What follows belongs to an exercise in optimizing a design on an open flow for small area; a production flow would make more cautious choices. Only simulation tests tie the RTL to the original design; equivalence was not proved. Power is estimated from default activity; no workload was simulated.

Setup of run A:
==> flow/design.v (excerpt) <==
module DS18B20Z
(
	input				clk_in,
	input				rst_n_in,
	input				ow_i,
	output	wire		ow_o,
	output	reg			ow_oe,
	output	reg	[15:0]	data_out
);
For scale: ~220 cells after synthesis, ~21 I/O pins, roughly 2300 µm² of cells after synthesis.
export LEC_CHECK = 0
export CAP_MARGIN = 20
export CORE_MARGIN = 2
export CORE_UTILIZATION = 40
export CTS_BUF_LIST = sky130_fd_sc_hd__clkbuf_8
export CTS_CLUSTER_DIAMETER = 200
export CTS_CLUSTER_SIZE = 64
export SLEW_MARGIN = 20
create_clock -name core_clock -period 10.0 [get_ports {clk_in}]
standard.sh (not shown) runs the stock make flow with config.mk's settings and CLKGATE_MAP_FILE= SYNTH_SCRIPT=/design/flow/synth_recipe.tcl, a recipe that flattens the netlist after the stock synthesis.
==> flow/flow/run.sh <==
#!/bin/bash
# Own layout flow: the standard synthesis; its combinational logic mapped
# again by ABC for area, with every register instance kept as it is and the
# result proven equivalent (else the standard netlist is kept); then the
# standard layout, with buf_1 port buffers and a clkbuf_8 clock tree without
# dummy loads. Each tool's output goes to a log file in this folder.
set -euo pipefail
W=$(pwd)
R=$W/orfs/results/$FLOW_PLATFORM/DS18B20Z/base
LIB=$FLOW_HOME/platforms/$FLOW_PLATFORM/lib/sky130_fd_sc_hd__tt_025C_1v80.lib
export BUFFER_PORTS_ARGS="-buffer_cell sky130_fd_sc_hd__buf_1"
export CTS_ARGS="-repair_clock_nets -dont_use_dummy_load -buf_list sky130_fd_sc_hd__clkbuf_16"

bash standard.sh synth > synth.log 2>&1
cp "$R/1_2_yosys.v" "$W/std.v"

# cells the platform keeps out of use (low-power and probe cells)
DU=$(grep -o 'cell *( *"\?sky130_fd_sc_hd__\(lpflow\|probe\)[a-z0-9_]*' "$LIB" \
	| sed 's/.*(\s*"\?//; s/^/-dont_use /' | tr '\n' ' ')
sed "s|@LIB@|$LIB|g; s|@DU@|$DU|" flow/remap.ys > remap.ys
sed "s|@LIB@|$LIB|g" flow/equiv.ys > equiv.ys
if yosys -l remap.log -s remap.ys > /dev/null 2>&1 &&
	yosys -l equiv.log -s equiv.ys > /dev/null 2>&1; then
	cp "$W/remapped.v" "$R/1_2_yosys.v"
	rm -f "$R/1_synth.odb" "$R/1_synth.sdc"
	echo "remapped netlist used" > remap_result.txt
else
	echo "standard netlist kept" > remap_result.txt
fi

bash standard.sh > layout.log 2>&1
==> flow/flow/equiv.ys <==
read_liberty -ignore_miss_func @LIB@
read_verilog std.v
rename DS18B20Z gold
read_verilog remapped.v
rename DS18B20Z gate
rename -hide gold/c:_*_ gold/w:_*_ gate/c:_*_ gate/w:_*_
flatten gold gate
opt_clean
async2sync
equiv_make gold gate equiv
equiv_simple
equiv_induct
equiv_status -assert equiv
==> flow/flow/remap.ys <==
read_liberty -ignore_miss_func @LIB@
blackbox sky130_fd_sc_hd__df* sky130_fd_sc_hd__edf* sky130_fd_sc_hd__sdf* sky130_fd_sc_hd__dl* sky130_fd_sc_hd__sed*
read_verilog std.v
hierarchy -top DS18B20Z
flatten
opt_clean
abc -liberty @LIB@ @DU@ -script +strash;dc2;dch,-f;amap;strash;dc2;dch,-f;amap
opt_clean -purge
tee -o remap_stat.txt stat -liberty @LIB@
write_verilog -noattr -nohex -nodec remapped.v
Run A finished end to end and its layout was clean on timing, DRC and antenna.
Relative to run A, the following input files were edited for run B:
--- a/flow/flow/run.sh
+++ b/flow/flow/run.sh
@@ -10,5 +10,5 @@
 LIB=$FLOW_HOME/platforms/$FLOW_PLATFORM/lib/sky130_fd_sc_hd__tt_025C_1v80.lib
 export BUFFER_PORTS_ARGS="-buffer_cell sky130_fd_sc_hd__buf_1"
-export CTS_ARGS="-repair_clock_nets -dont_use_dummy_load -buf_list sky130_fd_sc_hd__clkbuf_16"
+export CTS_ARGS="-sink_clustering_enable -repair_clock_nets -dont_use_dummy_load -buf_list sky130_fd_sc_hd__clkbuf_8 -sink_clustering_size 64 -sink_clustering_max_diameter 200"
 
 bash standard.sh synth > synth.log 2>&1
--- a/flow/flow/equiv.ys
+++ b/flow/flow/equiv.ys
@@ -4,5 +4,4 @@
 read_verilog remapped.v
 rename DS18B20Z gate
-rename -hide gold/c:_*_ gold/w:_*_ gate/c:_*_ gate/w:_*_
 flatten gold gate
 opt_clean
Notes after the runs:
Routed length per instance delta for run B relative to run A: about 1.6% higher. Summary of the comparison: switching power of the nets is lower in run B, relative to run A. Delta (run B minus run A): final global-route overflow total ~0 delta; met1 wire length up about 8%. From run A to run B the numbers moved as follows: worst hold slack increased 0.0041 ns; final area increased about 6%. Wire length of the first global-routing pass: lower on run A. Area added between synthesis and finish was higher in the run labelled run A. Compared with run A, run B shows a lower met2 track demand over resource.
Changes in run C relative to run B:
--- a/flow/flow/run.sh
+++ b/flow/flow/run.sh
@@ -10,5 +10,5 @@
 LIB=$FLOW_HOME/platforms/$FLOW_PLATFORM/lib/sky130_fd_sc_hd__tt_025C_1v80.lib
 export BUFFER_PORTS_ARGS="-buffer_cell sky130_fd_sc_hd__buf_1"
-export CTS_ARGS="-sink_clustering_enable -repair_clock_nets -dont_use_dummy_load -buf_list sky130_fd_sc_hd__clkbuf_8 -sink_clustering_size 64 -sink_clustering_max_diameter 200"
+export CTS_ARGS="-sink_clustering_enable -repair_clock_nets -dont_use_dummy_load -buf_list sky130_fd_sc_hd__clkbuf_16 -sink_clustering_size 64 -sink_clustering_max_diameter 500"
 
 bash standard.sh synth > synth.log 2>&1
--- a/flow/flow/equiv.ys
+++ b/flow/flow/equiv.ys
@@ -4,4 +4,5 @@
 read_verilog remapped.v
 rename DS18B20Z gate
+rename -hide gold/c:_*_ gold/w:_*_ gate/c:_*_ gate/w:_*_
 flatten gold gate
 opt_clean
==> run notes <==
- Going from run B to run C, shortest period the worst path allows grows by 0.087 ns.
- On run C: headroom to the max-slew limit is 1.4 points higher than what run B gave.
- Synthesized cell count for run C is lower than for run B.
#### Input delta (run D over run C)
==> flow/flow/run.sh <==
#!/bin/bash
# The standard layout, with single-drive buffers on the ports and a clock tree
# of clkbuf_8 without dummy loads.
set -euo pipefail
export BUFFER_PORTS_ARGS="-buffer_cell sky130_fd_sc_hd__buf_1"
export CTS_ARGS="-sink_clustering_enable -repair_clock_nets -dont_use_dummy_load -buf_list sky130_fd_sc_hd__clkbuf_8 -sink_clustering_size 64 -sink_clustering_max_diameter 200"
bash standard.sh > standard.log 2>&1
removed: flow/flow/equiv.ys
removed: flow/flow/remap.ys
Findings:
Vertical die dimension was higher in the run labelled run D. Run D ended up with a higher combined area of all synthesized cells than run C did. Compared to run C, run D has fraction of met3 tracks used by global routing 0.72 points lower. NOTE fmax run C->run D increased by a few percent. Sum of routed wire length over all layers | run D above run C. Between run C and run D, the flow reports first-pass GRT wire length increasing by a few percent.
### run D -> run E
==> flow/flow/run.sh <==
#!/bin/bash
# Own layout flow: the standard synthesis; its combinational logic mapped
# again by ABC for area, with every register instance kept as it is and the
# result proven equivalent (else the standard netlist is kept); then the
# standard layout, with buf_1 port buffers and a clkbuf_8 clock tree without
# dummy loads. Each tool's output goes to a log file in this folder.
set -euo pipefail
W=$(pwd)
R=$W/orfs/results/$FLOW_PLATFORM/DS18B20Z/base
LIB=$FLOW_HOME/platforms/$FLOW_PLATFORM/lib/sky130_fd_sc_hd__tt_025C_1v80.lib
export BUFFER_PORTS_ARGS="-buffer_cell sky130_fd_sc_hd__buf_1"
export CTS_ARGS="-sink_clustering_enable -repair_clock_nets -dont_use_dummy_load -buf_list sky130_fd_sc_hd__clkbuf_8 -sink_clustering_size 30 -sink_clustering_max_diameter 500 -sink_clustering_levels 1"

bash standard.sh synth > synth.log 2>&1
cp "$R/1_2_yosys.v" "$W/std.v"

# cells the platform keeps out of use (low-power and probe cells)
DU=$(grep -o 'cell *( *"\?sky130_fd_sc_hd__\(lpflow\|probe\)[a-z0-9_]*' "$LIB" \
	| sed 's/.*(\s*"\?//; s/^/-dont_use /' | tr '\n' ' ')
sed "s|@LIB@|$LIB|g; s|@DU@|$DU|" flow/remap.ys > remap.ys
sed "s|@LIB@|$LIB|g" flow/equiv.ys > equiv.ys
if yosys -l remap.log -s remap.ys > /dev/null 2>&1 &&
	yosys -l equiv.log -s equiv.ys > /dev/null 2>&1; then
	cp "$W/remapped.v" "$R/1_2_yosys.v"
	rm -f "$R/1_synth.odb" "$R/1_synth.sdc"
	echo "remapped netlist used" > remap_result.txt
else
	echo "standard netlist kept" > remap_result.txt
fi

bash standard.sh > layout.log 2>&1
==> flow/flow/equiv.ys (new file) <==
read_liberty -ignore_miss_func @LIB@
read_verilog std.v
rename DS18B20Z gold
read_verilog remapped.v
rename DS18B20Z gate
rename -hide gold/c:_*_ gold/w:_*_ gate/c:_*_ gate/w:_*_
flatten gold gate
opt_clean
async2sync
equiv_make gold gate equiv
equiv_simple
equiv_induct
equiv_status -assert equiv
==> flow/flow/remap.ys (new file) <==
read_liberty -ignore_miss_func @LIB@
blackbox sky130_fd_sc_hd__df* sky130_fd_sc_hd__edf* sky130_fd_sc_hd__sdf* sky130_fd_sc_hd__dl* sky130_fd_sc_hd__sed*
read_verilog std.v
hierarchy -top DS18B20Z
flatten
opt_clean
abc -liberty @LIB@ @DU@ -script +strash;dc2;dch,-f;amap;strash;dc2;dch,-f;amap
opt_clean -purge
tee -o remap_stat.txt stat -liberty @LIB@
write_verilog -noattr -nohex -nodec remapped.v
[summary]
- Run E against run D: design area now smaller; wire length of the first global-routing pass went down by 3.9%; fmax went down 10 MHz; total routed wirelength went down by about 1.6%.
- Number of DRC markers after the initial detailed-route iteration on run E is behind run D.
- A worst-path cell with the longest stage delay of sky130_fd_sc_hd__or3_1 is what run E shows, while sky130_fd_sc_hd__dfrtp_1 belongs to run D.


The RTL this note starts from:
==> flow/design.v <==
module DS18B20Z
(
	input				clk_in,
	input				rst_n_in,
	input				ow_i,
	output	wire		ow_o,
	output	wire		ow_oe,
	output	reg	[15:0]	data_out
);
	reg		[2:0]	jc;
	reg				half;
	wire			j5 = jc[2] & ~jc[1];
	wire			tick = j5 & ~half;
	always @(posedge clk_in or negedge rst_n_in) begin
		if (!rst_n_in) begin
			jc <= 3'd0;
			half <= 1'b0;
		end else begin
			jc <= {jc[1:0], ~jc[2]};
			if (j5) half <= ~half;
		end
	end
	localparam PRE = 3'd0, INITA = 3'd4, INITB = 3'd7, WRITE = 3'd6, CONV = 3'd5, READ = 3'd2;
	reg		[10:0]	cnt;
	reg		[2:0]	ph;
	reg				grp;
	reg		[3:0]	bitn;
	reg		[15:0]	sr;
	function has;
		input [19:0] v;
		input [19:0] k;
		has = (v & k) == k;
	endfunction
	wire	[7:0]	wbyte = bitn[3] ? (grp ? 8'hbe : 8'h44) : 8'hcc;
	wire			wbit = wbyte[bitn[2:0]];
	wire			b7 = bitn[2:0] == 3'd7;
	wire			b15 = bitn == 4'd15;
	wire			sample = ph == READ && cnt[6:0] == 7'd17;
	reg				done;
	assign ow_oe = (ph == INITA && cnt < 11'd503) || (ph == WRITE && cnt < 11'd88) ||
		(ph == READ && cnt < 11'd5);
	wire			jend = ~sr[7] & sr[6];
	always @(posedge clk_in) begin
		if (tick && (sample || done && (ph == WRITE || ph == CONV && b15)))
			sr <= {ph == READ ? ow_i : ph == CONV ? ~sr[0] : 1'b0, sr[15:1]};
	end
	assign ow_o = wbit && cnt[6:0] > 7'd4;
	always @(*) begin
		case (ph)
			PRE:	done = has(cnt, 2);
			INITA:	done = has(cnt, 605);
			INITB:	done = has(cnt, 405);
			WRITE:	done = b15 ? has(cnt, 176) : b7 ? has(cnt, 177) : has(cnt, 92);
			CONV:	done = b15 && jend ? has(cnt, 96) : has(cnt, 1806);
			default: done = b15 ? has(cnt, 77) : b7 ? has(cnt, 78) : has(cnt, 75);
		endcase
	end
	always @(posedge clk_in or negedge rst_n_in) begin
		if (!rst_n_in) begin
			cnt <= 11'd0;
			ph <= PRE;
			grp <= 1'b0;
			bitn <= 4'd0;
			data_out <= 16'h0;
		end else if (tick) begin
			if (done) cnt <= 11'd0;
			else cnt <= cnt + 1'b1;
			if (done) begin
				case (ph)
					PRE: begin ph <= INITA; end
					INITA: begin
						if (ow_i) begin ph <= PRE; grp <= 1'b0; end
						else ph <= INITB;
					end
					INITB: begin ph <= WRITE; end
					WRITE: begin
						bitn <= bitn + 1'b1;
						if (b15 && !grp) ph <= CONV;
						else begin
							if (b15) ph <= READ;
						end
					end
					CONV: begin
						bitn <= bitn + 1'b1;
						if (b15 && jend) begin ph <= INITA; grp <= 1'b1; end
					end
					default: begin
						bitn <= bitn + 1'b1;
						if (b15) begin ph <= PRE; grp <= 1'b0; data_out <= sr; end
						else begin end
					end
				endcase
			end
		end
	end
endmodule
clock: 10.0 ns
lec_check: 0
cap_margin: 20
core_margin: 2
core_utilization: 40
cts_buf_list: sky130_fd_sc_hd__clkbuf_8
cts_cluster_diameter: 200
cts_cluster_size: 64
slew_margin: 20
==> flow/flow/run.sh <==
#!/bin/bash
# Own layout flow: the standard synthesis; its combinational logic mapped
# again by ABC for area, with every register instance kept as it is and the
# result proven equivalent (else the standard netlist is kept); then the
# standard layout, with buf_1 port buffers and a clkbuf_8 clock tree without
# dummy loads. Each tool's output goes to a log file in this folder.
set -euo pipefail
W=$(pwd)
R=$W/orfs/results/$FLOW_PLATFORM/DS18B20Z/base
LIB=$FLOW_HOME/platforms/$FLOW_PLATFORM/lib/sky130_fd_sc_hd__tt_025C_1v80.lib
export BUFFER_PORTS_ARGS="-buffer_cell sky130_fd_sc_hd__buf_1"
export CTS_ARGS="-sink_clustering_enable -repair_clock_nets -dont_use_dummy_load -root_buf sky130_fd_sc_hd__clkbuf_16 -buf_list sky130_fd_sc_hd__clkbuf_16 -sink_clustering_size 100 -sink_clustering_max_diameter 1000"

bash standard.sh synth > synth.log 2>&1
cp "$R/1_2_yosys.v" "$W/std.v"

# cells the platform keeps out of use (low-power and probe cells)
DU=$(grep -o 'cell *( *"\?sky130_fd_sc_hd__\(lpflow\|probe\)[a-z0-9_]*' "$LIB" \
	| sed 's/.*(\s*"\?//; s/^/-dont_use /' | tr '\n' ' ')
# a few ABC scripts; the smallest result that is proven equivalent is used
SCRIPTS=(
	"+strash;dc2;dch,-f;amap;strash;dc2;dch,-f;amap"
	"+strash;balance;rewrite;refactor;resub;rewrite,-z;dc2;dch,-f;amap;strash;dc2;dch,-f;amap"
	"+strash;dc2;dc2;dc2;dch,-f;amap;strash;dch,-f;amap;strash;dch,-f;amap"
)
echo "standard netlist kept" > remap_result.txt
for N in 0 1 2; do
	sed "s|@LIB@|$LIB|g; s|@DU@|$DU|; s|@SCRIPT@|${SCRIPTS[$N]}|; s|@N@|$N|g" flow/remap.ys > remap_$N.ys
	yosys -l remap_$N.log -s remap_$N.ys > /dev/null 2>&1 || true
done
for N in $(for N in 0 1 2; do
		[[ -f remap_stat_$N.txt ]] && echo "$(awk '/Chip area/ {print $NF}' remap_stat_$N.txt) $N"
	done | sort -n | awk '{print $2}'); do
	cp "remapped_$N.v" remapped.v
	sed "s|@LIB@|$LIB|g" flow/equiv.ys > equiv.ys
	if yosys -l equiv_$N.log -s equiv.ys > /dev/null 2>&1; then
		cp "$W/remapped.v" "$R/1_2_yosys.v"
		rm -f "$R/1_synth.odb" "$R/1_synth.sdc"
		echo "remapped netlist $N used" > remap_result.txt
		break
	fi
done

bash standard.sh > layout.log 2>&1
==> flow/flow/remap.ys <==
read_liberty -ignore_miss_func @LIB@
blackbox sky130_fd_sc_hd__df* sky130_fd_sc_hd__edf* sky130_fd_sc_hd__sdf* sky130_fd_sc_hd__dl* sky130_fd_sc_hd__sed*
read_verilog std.v
hierarchy -top DS18B20Z
flatten
opt_clean
abc -liberty @LIB@ @DU@ -script @SCRIPT@
opt_clean -purge
tee -o remap_stat_@N@.txt stat -liberty @LIB@
write_verilog -noattr -nohex -nodec remapped_@N@.v
Other scripts of this flow, unchanged in this note and not shown: flow/flow/equiv.ys
Then changed:
==> flow/flow/run.sh (replaced) <==
#!/bin/bash
# Own layout flow: the standard synthesis; its combinational logic mapped
# again by ABC for area, with every register instance kept as it is and the
# result proven equivalent (else the standard netlist is kept); then the
# standard layout, with buf_1 port buffers and a clkbuf_8 clock tree without
# dummy loads. Each tool's output goes to a log file in this folder.
set -euo pipefail
W=$(pwd)
R=$W/orfs/results/$FLOW_PLATFORM/DS18B20Z/base
LIB=$FLOW_HOME/platforms/$FLOW_PLATFORM/lib/sky130_fd_sc_hd__tt_025C_1v80.lib
export BUFFER_PORTS_ARGS="-buffer_cell sky130_fd_sc_hd__buf_1"
export CTS_ARGS="-sink_clustering_enable -repair_clock_nets -dont_use_dummy_load -buf_list sky130_fd_sc_hd__clkbuf_8 -sink_clustering_size 64 -sink_clustering_max_diameter 200"

bash standard.sh synth > synth.log 2>&1
cp "$R/1_2_yosys.v" "$W/std.v"

# cells the platform keeps out of use (low-power and probe cells)
DU=$(grep -o 'cell *( *"\?sky130_fd_sc_hd__\(lpflow\|probe\)[a-z0-9_]*' "$LIB" \
	| sed 's/.*(\s*"\?//; s/^/-dont_use /' | tr '\n' ' ')
sed "s|@LIB@|$LIB|g; s|@DU@|$DU|" flow/remap.ys > remap.ys
sed "s|@LIB@|$LIB|g" flow/equiv.ys > equiv.ys
if yosys -l remap.log -s remap.ys > /dev/null 2>&1 &&
	yosys -l equiv.log -s equiv.ys > /dev/null 2>&1; then
	cp "$W/remapped.v" "$R/1_2_yosys.v"
	rm -f "$R/1_synth.odb" "$R/1_synth.sdc"
	echo "remapped netlist used" > remap_result.txt
else
	echo "standard netlist kept" > remap_result.txt
fi

bash standard.sh > layout.log 2>&1
==> flow/flow/remap.ys (replaced) <==
read_liberty -ignore_miss_func @LIB@
blackbox sky130_fd_sc_hd__df* sky130_fd_sc_hd__edf* sky130_fd_sc_hd__sdf* sky130_fd_sc_hd__dl* sky130_fd_sc_hd__sed*
read_verilog std.v
hierarchy -top DS18B20Z
flatten
opt_clean
abc -liberty @LIB@ @DU@ -script +strash;dc2;dch,-f;amap;strash;dc2;dch,-f;amap
opt_clean -purge
tee -o remap_stat.txt stat -liberty @LIB@
write_verilog -noattr -nohex -nodec remapped.v
--- a/flow/config.mk
+++ b/flow/config.mk
@@ -7,5 +7,5 @@
 export LEC_CHECK = 0
-export CAP_MARGIN = 20
+export CAP_MARGIN = 0
 export CORE_MARGIN = 2
-export CORE_UTILIZATION = 40
+export CORE_UTILIZATION = 60
 export CTS_BUF_LIST = sky130_fd_sc_hd__clkbuf_8
@@ -13,2 +13,2 @@
 export CTS_CLUSTER_SIZE = 64
-export SLEW_MARGIN = 20
+export SLEW_MARGIN = 0
The changed run finished clean. Final cell count fell by a little under a tenth. Global-route usage rises by 7.4 points. Synthesized cell count stays the same. Wire length fell by a few percent. Count of clock-buffer cells in the layout is unchanged. Sequential share of layout area is higher by 1.5 points. Core utilization increases by 22 points. Sequential power barely changes. Maximum frequency falls by about a fifth.

[static timing again, ports no longer ideal]
In the flow no input, the clock included, has a driving cell. The finished layouts below were timed again as built, in two steps. Step 1 assumes that a clkbuf_16 drives the clock port and a buf_2 every other input. Step 2 times the ports against the registers' clock, not the clock port: input delays grow and output delays shrink by t, the midpoint of the rising clock arrivals with the driver on. Slacks: ideal / step 1 / step 2; pairs: ideal / step 1.
| run | t (ns) | setup WS [ns] | clock arrival spread, ns |
|---|---|---|---|
| run A | 0.315 | 6.407 / 6.374 / 6.562 | 0.012 / 0.012 |
| run B | 0.333 | 6.495 / 6.466 / 6.799 | 0.021 / 0.020 |
| run C | 0.315 | 6.407 / 6.374 / 6.562 | 0.012 / 0.012 |
| run D | 0.333 | 6.495 / 6.466 / 6.799 | 0.021 / 0.020 |
| run E | 0.334 | 6.365 / 6.336 / 6.590 | 0.018 / 0.018 |
| the first run of note 2 | 0.319 | 6.007 / 5.973 / 6.292 | 0.023 / 0.024 |
| the second run of note 2 | 0.324 | 5.093 / 5.093 / 5.093 | 0.014 / 0.014 |
After both steps setup and hold are still met in every run listed.
